Background: an optimization exercise with open tools, aiming at a short achievable clock period and few clock cycles. Do not read the settings as production practice.
Function was checked by simulation only, so behaviour that the tests miss may differ from the original.
No activity file was given, so power comes from the tool's default toggle rates.

==> design/flow/design.v <==
module openmips(
	input  wire        clk,
	input  wire        rst,
	input  wire [31:0] rom_data_i,
	output wire [31:0] rom_addr_o,
	output wire        rom_ce_o,
	input  wire [31:0] ram_data_i,
	output wire [31:0] ram_addr_o,
	output wire [31:0] ram_data_o,
	output wire        ram_we_o,
	output wire [3:0]  ram_sel_o,
	output wire        ram_ce_o,
	output wire        artificial_go_out
);
	reg         rst_q;
	always @(posedge clk) rst_q <= rst;
	reg  [31:0] pc;
	reg         fd_valid;
	reg  [31:0] fd_inst;
	reg  [31:0] fd_pc;
	reg         fd_pred;           
	reg  [31:0] fd_rf1, fd_rf2;    
	reg         fd_m1, fd_m2;      
	reg  [31:0] fd_pc4;            
	reg  [31:0] fd_tgt;            
	reg  [31:0] fd_uval;           
	reg  [8:0]  fd_dec;            
	reg         fd_we;             
	reg         dx_valid;
	reg         dx_we;             
	reg  [4:0]  dx_rd;
	reg         dx_early;          
	reg         p_go, p_we;
	reg  [31:0] p_addr;
	reg  [3:0]  p_sel;
	reg  [31:0] p_data;
	reg         dx_br;             
	reg         dx_pred;           
	reg  [31:0] dx_alt;            
	reg  [2:0]  dx_f3;
	reg  [31:0] dx_a, dx_b;        
	reg  [31:0] dx_sa;             
	reg  [4:0]  dx_sh;             
	reg         dx_sub, dx_sra;
	reg  [31:0] dx_ca, dx_cb;      
	reg         dx_csub;
	reg         s_sum, s_sll, s_slt, s_sltu, s_xor, s_sr, s_or, s_and, s_ld, s_early;
	reg         lst_v;
	reg  [1:0]  lst_idx;
	reg  [4:0]  lst_rs1;
	reg  [11:0] lst_imm;
	reg  [3:0]  sb_v;
	reg  [31:0] sb_a [0:3];
	reg  [3:0]  sb_s [0:3];
	reg  [31:0] sb_d [0:3];
	reg  [1:0]  sb_h, sb_t;
	reg  [2:0]  sb_n;
	reg  [2:0]  sb_age;            
	wire        sb_old = (sb_age == 3'd7);
	reg         xw_we;
	reg  [4:0]  xw_rd;
	reg  [31:0] xw_res;
	reg  [31:0] regs [1:31];
	assign rom_addr_o        = rom_addr;
	assign rom_ce_o          = 1'b1;
	assign ram_addr_o        = p_addr;
	assign ram_sel_o         = p_sel;
	assign ram_ce_o          = p_go;
	assign artificial_go_out = p_go;
	assign ram_we_o          = p_we & ~rst;      
	assign ram_data_o        = p_data;
	wire [31:0] xa = dx_a;
	wire [31:0] xb = dx_b;
	wire [31:0] x_sum = dx_sub ? (xa - xb) : (xa + xb);
	wire        x_lt  = ($signed(xa) < $signed(xb));
	wire        x_ltu = (xa < xb);
	wire [31:0] x_sll = dx_sa << dx_sh;
	wire signed [31:0] x_sra = $signed(dx_sa) >>> dx_sh;
	wire [31:0] x_srl = dx_sa >> dx_sh;
	wire [31:0] x_sr  = dx_sra ? x_sra : x_srl;
	wire [1:0] lo = p_addr[1:0];
	wire [31:0] ld_w = ram_data_i;
	wire [7:0] ld_b = (lo == 2'd0) ? ld_w[31:24] : (lo == 2'd1) ? ld_w[23:16] :
	                  (lo == 2'd2) ? ld_w[15:8] : ld_w[7:0];
	wire [15:0] ld_h = lo[1] ? {ld_w[7:0], ld_w[15:8]} : {ld_w[23:16], ld_w[31:24]};
	reg  [31:0] x_ld;
	always @(*) begin
		case (dx_f3)
			3'd0: x_ld = {{24{ld_b[7]}}, ld_b};
			3'd1: x_ld = {{16{ld_h[15]}}, ld_h};
			3'd4: x_ld = {24'b0, ld_b};
			3'd5: x_ld = {16'b0, ld_h};
			default: x_ld = {ld_w[7:0], ld_w[15:8], ld_w[23:16], ld_w[31:24]};
		endcase
	end
	reg x_taken;
	always @(*) begin
		case (dx_f3)
			3'd0: x_taken = (xa == xb);
			3'd1: x_taken = (xa != xb);
			3'd4: x_taken = x_lt;
			3'd5: x_taken = ~x_lt;
			3'd6: x_taken = x_ltu;
			default: x_taken = ~x_ltu;
		endcase
	end
	wire x_redirect = dx_valid & dx_br & (x_taken != dx_pred);
	wire [31:0] x_res = ({32{s_sum}}   & x_sum) |
	                    ({32{s_sll}}   & x_sll) |
	                    ({32{s_sr}}    & x_sr) |
	                    ({32{s_xor}}   & (xa ^ xb)) |
	                    ({32{s_or}}    & (xa | xb)) |
	                    ({32{s_and}}   & (xa & xb)) |
	                    ({32{s_early}} & xa) |
	                    ({32{s_ld}}    & x_ld) |
	                    {31'b0, (s_slt & x_lt) | (s_sltu & x_ltu)};
	wire        x_wr  = dx_valid & dx_we;
	always @(posedge clk) begin
		xw_we  <= x_wr;
		xw_rd  <= dx_rd;
		xw_res <= x_res;
		if (xw_we) regs[xw_rd] <= xw_res;
	end
	wire [31:0] ins = fd_inst;
	wire [6:0]  op  = ins[6:0];
	wire [2:0]  f3  = ins[14:12];
	wire [4:0]  rs1 = ins[19:15];
	wire [4:0]  rs2 = ins[24:20];
	wire [4:0]  rd  = ins[11:7];
	wire is_lui   = fd_dec[8];
	wire is_auipc = fd_dec[7];
	wire is_jal   = fd_dec[6];
	wire is_jalr  = fd_dec[5];
	wire is_br    = fd_dec[4];
	wire is_load  = fd_dec[3];
	wire is_store = fd_dec[2];
	wire is_opi   = fd_dec[1];
	wire is_op    = fd_dec[0];
	wire is_alu   = is_opi | is_op;
	wire is_shift = is_alu & (f3[1:0] == 2'b01);
	wire d_we     = fd_we;
	wire [31:0] imm_i = {{20{ins[31]}}, ins[31:20]};
	wire [31:0] imm_s = {{20{ins[31]}}, ins[31:25], ins[11:7]};
	wire [31:0] imm_b = {{19{ins[31]}}, ins[31], ins[7], ins[30:25], ins[11:8], 1'b0};
	wire [31:0] imm_u = {ins[31:12], 12'b0};
	wire r1 = ~fd_m1 | dx_early;
	wire r2 = ~fd_m2 | dx_early;
	wire [31:0] e1 = fd_m1 ? dx_a : fd_rf1;
	wire [31:0] e2 = fd_m2 ? dx_a : fd_rf2;
	wire [31:0] v1 = fd_m1 ? x_res : fd_rf1;
	wire [31:0] v2 = fd_m2 ? x_res : fd_rf2;
	wire needs_base = is_jalr | is_load | is_store;
	wire [31:0] addr_i = e1 + imm_i;
	wire [31:0] addr_s = e1 + imm_s;
	wire [31:0] mem_addr = is_store ? addr_s : addr_i;
	wire [3:0] sb_hitv;
	wire ld_c2 = (e1[1] & imm_i[1]) | ((e1[1] | imm_i[1]) & e1[0] & imm_i[0]);
	genvar gi;
	generate for (gi = 0; gi < 4; gi = gi + 1) begin : sbm
		wire [11:2] k  = sb_a[gi][11:2];
		wire [11:2] t  = e1[11:2] ^ imm_i[11:2] ^ k;
		wire [11:2] co = (e1[11:2] & imm_i[11:2]) | ((e1[11:2] ^ imm_i[11:2]) & ~k);
		assign sb_hitv[gi] = sb_v[gi] & ~(p_we & (sb_h == gi)) & (t[2] == ld_c2) & (co[10:2] == t[11:3]);
	end endgenerate
	wire [31:0] fwd_w = sb_d[lst_idx];
	wire ld_fwd = is_load & (f3 == 3'b010) & lst_v & (rs1 == lst_rs1) & (ins[31:20] == lst_imm);
	wire ld_blk = is_load & (|sb_hitv) & ~ld_fwd;
	wire st_blk = is_store & sb_n[2] & ~p_we;
	wire d_stall = fd_valid & ((needs_base & ~r1) | ld_blk | st_blk);
	reg d_taken;
	always @(*) begin
		case (f3)
			3'd0: d_taken = (e1 == e2);
			3'd1: d_taken = (e1 != e2);
			3'd4: d_taken = ($signed(e1) < $signed(e2));
			3'd5: d_taken = ($signed(e1) >= $signed(e2));
			3'd6: d_taken = (e1 < e2);
			default: d_taken = (e1 >= e2);
		endcase
	end
	wire [31:0] fk  = fd_m1 ? fd_rf2 : fd_rf1;
	wire [31:0] fbb = dx_csub ? ~dx_cb : dx_cb;
	wire [31:0] ft  = dx_ca ^ fbb ^ fk;                              
	wire [31:0] fco = (dx_ca & fbb) | ((dx_ca ^ fbb) & ~fk);          
	wire f_sumeq = (fd_m1 & fd_m2) | ((ft[0] == dx_csub) & (fco[30:0] == ft[31:1]));
	wire d_fast = is_br & (f3[2:1] == 2'b00) & s_sum & (fd_m1 | fd_m2);
	wire d_brready = (r1 & r2) | d_fast;
	wire [31:0] pc_plus4  = fd_pc4;
	wire [31:0] br_target = fd_tgt;
	wire [31:0] jalr_target = addr_i & 32'hfffffffe;
	wire d_go = fd_valid & ~d_stall & ~x_redirect;
	wire d_tk = d_fast ? (f_sumeq ^ f3[0]) : d_taken;
	wire d_brmis = is_br & d_brready & (d_tk != fd_pred);
	wire d_redirect = d_go & ((is_jalr & ~fd_pred) | d_brmis);
	wire [31:0] st_w = v2;
	always @(posedge clk) begin
		if (rst_q) begin
			dx_valid <= 1'b0;
			dx_br    <= 1'b0;
		end else begin
			dx_valid <= d_go;
			dx_br    <= d_go & is_br & ~d_brready;
		end
		dx_we    <= d_we;
		dx_rd    <= rd;
		dx_early <= is_lui | is_auipc | is_jal | is_jalr | ld_fwd;
		dx_f3    <= f3;
		dx_pred  <= fd_pred;
		dx_alt   <= fd_pred ? pc_plus4 : br_target;
		dx_sub   <= is_op & ins[30];
		dx_sra   <= ins[30];
		dx_a     <= d_early ? d_eval : (is_jal | is_jalr) ? pc_plus4 :
		            ld_fwd ? fwd_v : v1;
		dx_b     <= (is_op | is_br) ? v2 : imm_i;
		dx_sa    <= is_shift ? v1 : 32'b0;
		dx_ca    <= (is_alu & (f3 == 3'd0)) ? v1 : 32'b0;
		dx_cb    <= (is_alu & (f3 == 3'd0)) ? (is_op ? v2 : imm_i) : 32'b0;
		dx_csub  <= is_op & ins[30] & (f3 == 3'd0);
		dx_sh    <= is_shift ? (is_op ? v2[4:0] : ins[24:20]) : 5'b0;
		s_sum    <= is_alu & (f3 == 3'd0);
		s_sll    <= is_alu & (f3 == 3'd1);
		s_slt    <= is_alu & (f3 == 3'd2);
		s_sltu   <= is_alu & (f3 == 3'd3);
		s_xor    <= is_alu & (f3 == 3'd4);
		s_sr     <= is_alu & (f3 == 3'd5);
		s_or     <= is_alu & (f3 == 3'd6);
		s_and    <= is_alu & (f3 == 3'd7);
		s_ld     <= is_load & ~ld_fwd;
		s_early  <= is_lui | is_auipc | is_jal | is_jalr | ld_fwd;
	end
	wire [3:0]  st_sel  = (f3[1:0] == 2'b00) ? (4'b0001 << mem_addr[1:0]) :
	                      (f3[1:0] == 2'b01) ? (mem_addr[1] ? 4'b1100 : 4'b0011) : 4'b1111;
	wire [31:0] st_data = (f3[1:0] == 2'b00) ? {4{st_w[7:0]}} :
	                      (f3[1:0] == 2'b01) ? {2{st_w[7:0], st_w[15:8]}} :
	                      {st_w[7:0], st_w[15:8], st_w[23:16], st_w[31:24]};
	wire sb_enq = d_go & is_store;
	wire [2:0] sb_n_deq  = sb_n - {2'b0, p_we};
	wire [2:0] sb_n_next = sb_n_deq + {2'b0, sb_enq};
	wire [1:0] sb_hn = sb_h + {1'b0, p_we};
	wire ld_next = d_go & is_load & ~ld_fwd;
	wire ld_cand = fd_valid & is_load & ~ld_fwd & ~ld_blk;
	wire drain_next = ~ld_cand & (sb_n_deq != 3'd0) &
	                  (ic_seen | sb_old | sb_n_deq[2] | ((sb_n_deq == 3'd3) & fd_valid & is_store) | (fd_valid & ld_blk));
	always @(posedge clk) begin
		if (rst_q) begin
			p_go <= 1'b0;
			p_we <= 1'b0;
			sb_v <= 4'b0;
			sb_h <= 2'd0;
			sb_t <= 2'd0;
			sb_n <= 3'd0;
			sb_age <= 3'd0;
			lst_v <= 1'b0;
		end else begin
			if (sb_enq)
				lst_v <= (f3 == 3'b010);
			else if ((p_we & (sb_h == lst_idx)) | (d_go & d_we & (rd == lst_rs1)))
				lst_v <= 1'b0;
			p_go <= ld_next | drain_next;
			p_we <= drain_next;
			sb_n <= sb_n_next;
			if (p_we | (sb_n == 3'd0))
				sb_age <= 3'd0;
			else if (!sb_old)
				sb_age <= sb_age + 3'd1;
			sb_h <= sb_hn;
			if (p_we) sb_v[sb_h] <= 1'b0;
			if (sb_enq) begin
				sb_v[sb_t] <= 1'b1;
				sb_t <= sb_t + 2'd1;
			end
		end
		if (sb_enq) begin
			lst_idx <= sb_t;
			lst_rs1 <= rs1;
			lst_imm <= {ins[31:25], ins[11:7]};
			sb_a[sb_t] <= mem_addr;
			sb_s[sb_t] <= st_sel;
			sb_d[sb_t] <= st_data;
		end
		p_addr <= ld_next ? mem_addr : sb_a[sb_hn];
		p_sel  <= sb_s[sb_hn];
		p_data <= sb_d[sb_hn];
	end
	reg  [31:0] ic_data [0:31];
	reg  [24:0] ic_tag  [0:31];
	reg         ic_pp   [0:31];    
	reg  [31:0] ic_pt   [0:31];
	reg         ic_lp   [0:31];    
	reg  [31:0] ic_valid;
	wire [4:0]  ic_idx = pc[6:2];
	reg         pf_on, pf_now;
	reg  [29:0] pf_addr;           
	reg  [4:0]  pf_top;            
	reg  [29:0] pf_br;             
	reg         pf_brv;
	reg         pf_trig;           
	reg  [29:0] pf_tpc;
	reg  [4:0]  pf_ttop;
	reg  [31:0] rom_addr;          
	wire [4:0]  rom_idx  = rom_addr[6:2];
	wire        f_src_ic = p_go | pf_now;
	wire ic_seen = ic_valid[ic_idx] & (ic_tag[ic_idx] == pc[31:7]);
	wire ic_hit = ic_seen & ~(p_we & (p_addr[15:2] == pc[15:2]));
	wire [31:0] pc_n4  = pc + 32'd4;
	wire [4:0]  ic_nidx = pc_n4[6:2];
	wire hit_pred = ic_seen & ic_valid[ic_nidx] & (ic_tag[ic_nidx] == pc_n4[31:7]);
	wire [4:0]  st_idx = p_addr[6:2];
	wire [24:0] st_tag = ic_tag[st_idx];
	wire st_inv = p_we & (st_tag[8:0] == p_addr[15:7]);
	always @(posedge clk) begin
		if (!p_go) begin
			ic_data[rom_idx] <= rom_data_i;
			ic_tag[rom_idx]  <= rom_addr[31:7];
			ic_pp[rom_idx]   <= sp_rom;
			ic_pt[rom_idx]   <= st_rom;
			ic_lp[rom_idx]   <= lp_rom;
		end
		if (rst_q)
			ic_valid <= 32'b0;
		else if (!p_go)
			ic_valid[rom_idx] <= 1'b1;
		else if (st_inv)
			ic_valid[st_idx] <= 1'b0;
	end
	wire [31:0] f_ins = f_src_ic ? ic_data[ic_idx] : rom_data_i;
	wire [6:0]  f_op  = f_ins[6:0];
	wire [8:0]  f_dec = {f_op == 7'b0110111, f_op == 7'b0010111, f_op == 7'b1101111, f_op == 7'b1100111,
	                     f_op == 7'b1100011, f_op == 7'b0000011, f_op == 7'b0100011, f_op == 7'b0010011,
	                     f_op == 7'b0110011};
	wire        f_we  = (|{f_dec[8:5], f_dec[3], f_dec[1:0]}) & (f_ins[11:7] != 5'd0);
	wire [4:0]  f_rs1 = f_ins[19:15];
	wire [4:0]  f_rs2 = f_ins[24:20];
	wire [31:0] f_rf1 = (f_rs1 == 5'd0) ? 32'b0 : regs[f_rs1];
	wire [31:0] f_rf2 = (f_rs2 == 5'd0) ? 32'b0 : regs[f_rs2];
	wire [31:0] ic_word = ic_data[ic_idx];
	wire        fp_rom, sp_rom, lp_rom;
	wire [31:0] ft_rom, st_rom;
	wire        d_early = is_lui | is_auipc;
	wire        jok = fd_valid ? ((d_early | ld_fwd) & (rd != 5'd0)) : (dx_valid & dx_early & dx_we);
	wire [4:0]  jrd = fd_valid ? rd : dx_rd;
	wire [31:0] fwd_v = {fwd_w[7:0], fwd_w[15:8], fwd_w[23:16], fwd_w[31:24]};
	wire [31:0] d_jv  = ~fd_valid ? dx_a : ld_fwd ? fwd_v : d_eval;
	wire [31:0] d_eval = fd_uval;
	fpredict fpr (.pc(rom_addr), .ins(rom_data_i), .jok(jok), .jrd(jrd), .jv(d_jv), .pred(fp_rom), .target(ft_rom),
	              .spred(sp_rom), .starget(st_rom), .loop(lp_rom));
	wire        dz_ok = fd_valid & is_alu & (f3 == 3'd0) & ~fd_m1 & (is_opi | ~fd_m2) & (rd != 5'd0);
	wire        dz_sub = is_op & ins[30];
	wire [31:0] dz_b = is_op ? (dz_sub ? ~fd_rf2 : fd_rf2) : imm_i;
	wire [31:0] dz_t = fd_rf1 ^ dz_b;
	wire [31:0] dz_c = fd_rf1 | dz_b;
	wire        dz = (dz_t[0] == dz_sub) & (dz_c[30:0] == dz_t[31:1]);
	wire        fz = dz_ok & (f_ins[6:0] == 7'b1100011) & (f_ins[14:13] == 2'b00) &
	                 (((f_rs1 == rd) & (f_rs2 == 5'd0)) | ((f_rs2 == rd) & (f_rs1 == 5'd0)));
	wire        fz_taken = f_ins[12] ^ dz;
	wire        f_pred   = fz ? fz_taken : f_src_ic ? ic_pp[ic_idx] : fp_rom;
	wire [31:0] f_target = f_src_ic ? ic_pt[ic_idx] : ft_rom;
	wire        f_loop   = f_src_ic ? ic_lp[ic_idx] : lp_rom;
	wire [31:0] pc_seq = pc + 32'd4;
	wire f_fetch = ~f_src_ic | ic_hit;
	wire take_f = ~rst_q & ~x_redirect & ~d_redirect & ~d_stall & f_fetch;
	wire go_f   = ~d_stall & f_fetch;
	wire sel_x  = ~rst_q & x_redirect;
	wire sel_dj = ~rst_q & ~x_redirect & d_redirect & is_jalr;
	wire sel_db = ~rst_q & ~x_redirect & d_redirect & ~is_jalr;
	wire sel_h  = ~rst_q & ~x_redirect & ~d_redirect & ~go_f;
	wire pf_done  = pf_now & ((pf_addr[4:0] + 5'd1) == pf_top);
	wire pf_on_next = pf_trig | (pf_on & ~pf_done);
	wire pf_next = pf_on_next & ~ld_cand & ~drain_next & hit_pred & ~rst_q;
	wire [31:0] pc_next = ({32{sel_x}}  & dx_alt) |
	                      ({32{sel_dj}} & jalr_target) |
	                      ({32{sel_db}} & (fd_pred ? pc_plus4 : br_target)) |
	                      ({32{take_f & f_pred}}  & f_target) |
	                      ({32{take_f & ~f_pred}} & pc_seq) |
	                      ({32{sel_h}}  & pc);
	wire [29:0] pf_addr_next = pf_trig ? pf_tpc + 30'd1 : pf_now ? pf_addr + 30'd1 : pf_addr;
	always @(posedge clk) begin
		if (rst_q) begin
			pf_on   <= 1'b0;
			pf_now  <= 1'b0;
			pf_trig <= 1'b0;
			pf_brv  <= 1'b0;
		end else begin
			if (pf_trig) pf_brv <= 1'b1;
			pf_on   <= pf_on_next;
			pf_now  <= pf_next;
			pf_trig <= take_f & f_loop & (~pf_brv | (pc[31:2] != pf_br));
		end
		pf_tpc  <= pc[31:2];
		pf_ttop <= f_target[6:2];
		pf_addr <= pf_addr_next;
		if (pf_trig) begin
			pf_br   <= pf_tpc;
			pf_top  <= pf_ttop;
		end
	end
	always @(posedge clk) begin
		pc <= pc_next;
		rom_addr <= pf_next ? {pf_addr_next, 2'b00} : pc_next;
		if (rst_q | x_redirect | d_redirect)
			fd_valid <= 1'b0;
		else if (!d_stall)
			fd_valid <= f_fetch;
		if (!d_stall) begin
			fd_inst <= f_ins;
			fd_pc   <= pc;
			fd_pc4  <= pc_seq;
			fd_tgt  <= f_src_ic ? ic_pt[ic_idx] : st_rom;
			fd_uval <= (f_op == 7'b0110111) ? {f_ins[31:12], 12'b0} : (pc + {f_ins[31:12], 12'b0});
			fd_pred <= f_pred;
			fd_dec  <= f_dec;
			fd_we   <= f_we;
			fd_m1   <= fd_valid & d_we & (rd == f_rs1);
			fd_m2   <= fd_valid & d_we & (rd == f_rs2);
			fd_rf1  <= (x_wr && dx_rd == f_rs1) ? x_res : (xw_we && xw_rd == f_rs1) ? xw_res : f_rf1;
			fd_rf2  <= (x_wr && dx_rd == f_rs2) ? x_res : (xw_we && xw_rd == f_rs2) ? xw_res : f_rf2;
		end else begin
			fd_m1   <= 1'b0;
			fd_m2   <= 1'b0;
			if (x_wr && dx_rd == rs1) fd_rf1 <= x_res;
			if (x_wr && dx_rd == rs2) fd_rf2 <= x_res;
		end
	end
endmodule
module fpredict(
	input  wire [31:0] pc,
	input  wire [31:0] ins,
	input  wire        jok,
	input  wire [4:0]  jrd,
	input  wire [31:0] jv,
	output wire        pred,
	output wire [31:0] target,
	output wire        spred,       
	output wire [31:0] starget,
	output wire        loop         
);
	wire jal  = (ins[6:0] == 7'b1101111);
	wire bbr  = (ins[6:0] == 7'b1100011) & ins[31];
	assign loop = bbr & (&{ins[7], ins[30:27]}) & (|{ins[26:25], ins[11:10]});
	wire jalr = (ins[6:0] == 7'b1100111) & jok & (ins[19:15] == jrd);
	assign pred = jal | bbr | jalr;
	wire [20:0] offj = {ins[31], ins[19:12], ins[20], ins[30:21], 1'b0};
	wire [12:0] offb = {ins[31], ins[7], ins[30:25], ins[11:8], 1'b0};
	wire [21:0] loj = {1'b0, pc[20:0]} + {1'b0, offj};
	wire [13:0] lob = {1'b0, pc[12:0]} + {1'b0, offb};
	wire [10:0] hj_p1 = pc[31:21] + 11'd1;
	wire [10:0] hj_m1 = pc[31:21] - 11'd1;
	wire [18:0] hb_p1 = pc[31:13] + 19'd1;
	wire [18:0] hb_m1 = pc[31:13] - 19'd1;
	wire [10:0] hj = (loj[21] & ~offj[20]) ? hj_p1 : (~loj[21] & offj[20]) ? hj_m1 : pc[31:21];
	wire [18:0] hb = (lob[13] & ~offb[12]) ? hb_p1 : (~lob[13] & offb[12]) ? hb_m1 : pc[31:13];
	wire [31:0] tr = (jv + {{20{ins[31]}}, ins[31:20]}) & 32'hfffffffe;
	assign spred = jal | bbr;
	assign starget = jal ? {hj, loj[20:0]} : {hb, lob[12:0]};
	assign target = jalr ? tr : starget;
endmodule
==> design/flow/flow/run.sh <==
#!/bin/bash
set -euo pipefail
export SETUP_SLACK_MARGIN=7.3
export BUFFER_PORTS_ARGS="-buffer_cell sky130_fd_sc_hd__buf_4"
bash standard.sh SETUP_SLACK_MARGIN=7.3 "BUFFER_PORTS_ARGS=-buffer_cell sky130_fd_sc_hd__buf_4" finish > standard.log 2>&1
==> design/flow/standard.sh <==
#!/bin/bash
# synth_recipe.tcl (not shown) runs the flow's synth.tcl, then flattens the netlist and writes it again
# the make line also repeats each setting of config.mk as NAME=value (left out here)
make -C /OpenROAD-flow-scripts/flow DESIGN_CONFIG=/design/flow/config.mk WORK_HOME=/design/flow/orfs CLKGATE_MAP_FILE= SYNTH_SCRIPT=/design/flow/synth_recipe.tcl "${@:-finish}"
==> design/flow/config.mk <==
export PLATFORM = sky130hd
export DESIGN_NAME = openmips
export DESIGN_NICKNAME = openmips
export VERILOG_FILES = /design/flow/design.v
export SDC_FILE = /design/flow/constraint.sdc
export NUM_CORES = 4
export LEC_CHECK = 0
export ABC_CLOCK_PERIOD_IN_PS = 4000
export CAP_MARGIN = 20
export CORE_MARGIN = 2
export CORE_UTILIZATION = 30
export SLEW_MARGIN = 20
==> design/flow/constraint.sdc <==
create_clock -name core_clock -period 12.0 [get_ports {clk}]
set_input_delay 2.4000 -clock core_clock [delete_from_list [all_inputs] [get_ports {clk}]]
set_output_delay 2.4000 -clock core_clock [all_outputs]
set_load 0.01 [all_outputs]
==> Flow_metrics.wiki <==
{| class="wikitable"
! Metric !! Value
|-
| Root cell of the clock tree || clkbuf_16
|-
| Total negative slack || 0 ps
|-
| Internal power || 0.0383 W
|-
| # port buffers || 168
|-
| Number of rows created at floorplan || 324
|-
| Total gr overflow || 0
|-
| Routed via count || 170360
|-
| Endpoint type of the worst setup path || register
|-
| Total routing resource utilization after global routing || 23.9%
|-
| Max FO, Critical Path || 8
|-
| Final cell area excluding filler cells || 286000 um^2
|-
| Placeable core area || 779000 um^2
|-
| Placed cell area || 250000 um^2
|-
| Normalized max-slew margin || -89.3%
|-
| Mean area per synthesized cell || 13.8 um^2
|-
| CTS Buf Count || 526
|-
| Most numerous cell in the Yosys netlist || edfxtp_1
|-
| Fraction of power spent switching nets || 33.6%
|-
| RSZ-0062 raised after global routing || true
|-
| Final number of hold-violating endpoints || 0
|-
| First-pass GRT wire length || 1330000 um
|-
| Cells along the critical path || buf_12 -> or3b_4 -> nor4_4 -> nand3_2 -> nor2_4 -> buf_12 -> nand2_4 -> a31oi_4 -> ha_4 -> and2_4 -> or3_4 -> o31ai_4 -> a21oi_2 -> buf_6 -> o2111ai_4 -> buf_6 -> nand2_4 -> a311oi_4 -> o21ai_2 -> a31oi_2 -> xnor2_2 -> o21ai_2 -> o2111ai_1
|-
| Detail Route Antenna Nets || 0
|-
| Total clock sinks || 4942
|-
| Setup slack at placement || 4390 ps
|-
| Class of the tightest hold or removal check || register to register
|-
| Sequential element share of the synthesized area || 61.0%
|-
| Leakage || 97.1 nW
|-
| Worst setup slack after layout || 6790 ps
|-
| Post-synth EDFFs || 4426
|-
| Post-synthesis cell count || 17013
|-
| Worst-case vdd ir drop || 0.000232 V
|-
| Starting density of the core || 30.1%
|-
| Via count of the first global-routing pass || 159964
|-
| Clock Path Buffers || 4
|-
| Power density of the placed cells || 202 nW/um^2
|-
| Critical path buffers and inverters || 4
|-
| Commonest register cell after synthesis || edfxtp_1
|-
| Number of nets in the final layout || 18183
|-
| Warnings from Yosys || 1
|-
| Synthesis-stage register bit count || 4942
|-
| Fraction of final layout cells sized beyond drive strength 1 || 25.3%
|-
| Final max-slew violation count || 7
|-
| Sequential fraction of design power || 37.1%
|-
| Kind of critical path || register to register
|-
| Worst setup skew after layout || 85.6 ps
|-
| Horizontal die dimension || 889 um
|-
| Data arrival time at the worst-slack endpoint || 6200 ps
|-
| Total half-perimeter wirelength after legalization and detailed placement || 573000 um
|-
| Drc violations || 0
|-
| CTS tree || yes
|-
| Chip Height || 889 um
|-
| Largest cells by area after synthesis || edfxtp_1 (57%), mux4_2 (12%), dfxtp_1 (4.4%), nand2_1 (4.0%), nand3_1 (1.8%)
|-
| Min cycle time layout || 5210 ps
|-
| Clock insertion delay at the later pin of the skew report || 1140 ps
|-
| Peak clock frequency supported by timing || 192 MHz
|-
| Die Footprint || 790000 um^2
|-
| Setup-failing EPs final || 0
|-
| Worst Tran Pin Value || 2810 ps
|-
| Final period utilization || 43.4%
|-
| Drt total wl || 1000000 um
|-
| Netlist cell types || 112
|-
| Switching Power || 0.0194 W
|-
| Area leader, netlist || edfxtp_1
|-
| Violated layout checks || max-capacitance violations, max-slew violations
|-
| Top Family by Delay on Critical Path || compound AO/OA/AOI/OAI gates
|-
| Area Growth Syn to Fin || 21.8%
|-
| Clock-pin slew of the registers on the worst-case setup and hold paths || 70 ps
|-
| Relative contribution of the clock network to total power || 29.0%
|-
| Average wire per cell in the routed design || 35.0 um
|-
| Last weighted congestion value of the routability-driven placer || 1.00
|-
| Slowest library cell on the worst path || edfxtp_1
|-
| Maximum number of pins on one net before global-route repair || 101
|-
| I/O pins || 170
|-
| Antenna violations before repair || 67
|-
| H-tree depth || 6
|-
| Fraction of synthesized cell area taken by the top area cell type || 56.6%
|-
| Number of max-cap violations || 3
|-
| Worst endpoint required time || 12990 ps
|-
| Outcome || finished with violations
|-
| First-iteration detailed-routing DRC count || 29072
|-
| Netlist Area Pre-Place || 235000 um^2
|-
| Share of total power in combinational logic || 33.9%
|-
| Number of nets produced by synthesis || 17455
|-
| Startpoint kind of the worst setup timing path || register
|-
| Final hold slack || 407 ps
|-
| Async set-or-reset flop fraction in the synthesized netlist || 0%
|-
| Max incr delay on CP || 440 ps
|-
| Most frequent cells after synthesis || edfxtp_1 (4426), nand2_1 (2531), mux4_2 (1271), nand3_1 (856), clkbuf_1 (794)
|-
| Number of iterations in the first detailed-routing pass || 14
|-
| Via density per instance || 5.95
|}
==> cell usage in the layout (no fill, tap or decap), types with 90 or more instances in the layout <==
master	instances
edfxtp_1	4426
nand2_1	2509
mux4_2	1271
nand3_1	839
buf_4	721
nor2_1	618
clkbuf_16	584
a21oi_1	558
dfxtp_1	441
o21ai_0	440
inv_1	305
mux2i_1	304
xnor2_1	272
a311oi_1	270
ha_1	258
xor2_1	236
and3_1	212
buf_12	183
buf_6	173
a31oi_1	148
clkbuf_1	117
nor3_1	113
nand4_1	111
buf_16	110
a22oi_1	107
mux2_2	104
a211oi_1	103
a21o_1	102
nor2_4	90
==> cell families (layout without fill, tap and decap cells) <==
logic type,after synthesis,after routing,share of synthesized area (%)
AO/OA/AOI/OAI,2749,2754,7.82
buffers and inverters,1535,2669,2.76
AND/OR/NAND/NOR,5067,5070,9.63
flip-flops,4942,4942,61.0
adder cells (fa/ha/maj),376,376,2.24
multiplexers,1768,1770,14.4
other,1,39,0.00160
XOR/XNOR,575,584,2.15
==> per-layer routing <==
metal	global-route usage (%)	share of wire, %
met5	0.144	0.047
met4	14.8	7.9
met3	6.51	13
met1	30.6	36
met2	36.2	43
==> power by group through the flow <==
stage	Combinational [W]	Clock, W	Sequential, W
after floorplan	0.0102	0	0.0215
after global placement	0.0155	0	0.0218
after detailed placement	0.0156	0	0.0218
after CTS	0.0186	0.0168	0.0214
after global routing	0.0201	0.0175	0.0215
final	0.0195	0.0167	0.0214
==> timing repair <==
item                       4_1_cts  5_1_grt
gates cloned                   127       58
buffers inserted               395      139
resized for setup             1254      503
setup endpoints to repair     1951     1009
hold buffers                     0        0
pin swaps                      210      169
==> stage by stage <==
stage                     power, W  std cells  util [%]
final                       0.0577      28636      36.7
after global routing        0.0590      28608      36.7
after CTS                   0.0568      28400      36.1
after detailed placement    0.0374      26925      32.1
after global placement      0.0373      26914      32.1
after floorplan             0.0318      17013         -
==> path summary, 6_finish.rpt <==
| path | end | startpoint | slack (ps) | cells past startpoint |
|---|---|---|---|---|
| setup / recovery | pc[30] | fd_inst[12] | 6790 | 23 |
| hold reg to reg | pf_top[2] | pf_ttop[2] | 410 | 0 |
| setup reg to reg | pc[30] | fd_inst[12] | 6790 | 23 |
| hold / removal | pf_top[2] | pf_ttop[2] | 410 | 0 |
==> layout make-up <==
type	count	area [um^2]
clock inverter	271	3110
tap	10432	13100
timing repair buffer	1342	18100
clock buffer	682	14300
fill	73122	493000
timing repair inverter	14	164
antenna	38	95.1
sequential	4942	143000
inverter	360	1620
multi-input combinational	10555	92100
==> registers in the layout (all words and copies together) (netlist names), 128 cells and up, named ones only <==
register / count
ic_data: 1024
ic_pt: 1024
regs: 992
ic_tag: 800
sb_a: 128
sb_d: 128
Testbench counts, summed over its fixed seeds: cycles 55,407.

static timing again, ports no longer ideal:
The flow's constraints put no driver on any port. The routed layout listed below was extracted and timed again, unchanged, in two steps. Step 1 sets driving cells, clkbuf_16 on the clock port and buf_2 on the other inputs (assumed; they add their load-dependent delay and slew). Step 2 also shifts input and output timing later by t, the mid clock arrival at the registers, as if the neighbouring blocks saw the same clock. Slacks: ideal / step 1 / step 2; pairs: ideal / step 1.
shift t [ns]: 1.238
setup slack, ns: 6.792 / 6.727 / 5.489
hold WS [ns]: 0.407 / 0.407 / 0.407
worst setup path at the end: input to register
The setup slack of this run moves by -0.065 ns with the drivers and by -1.303 ns with both steps.
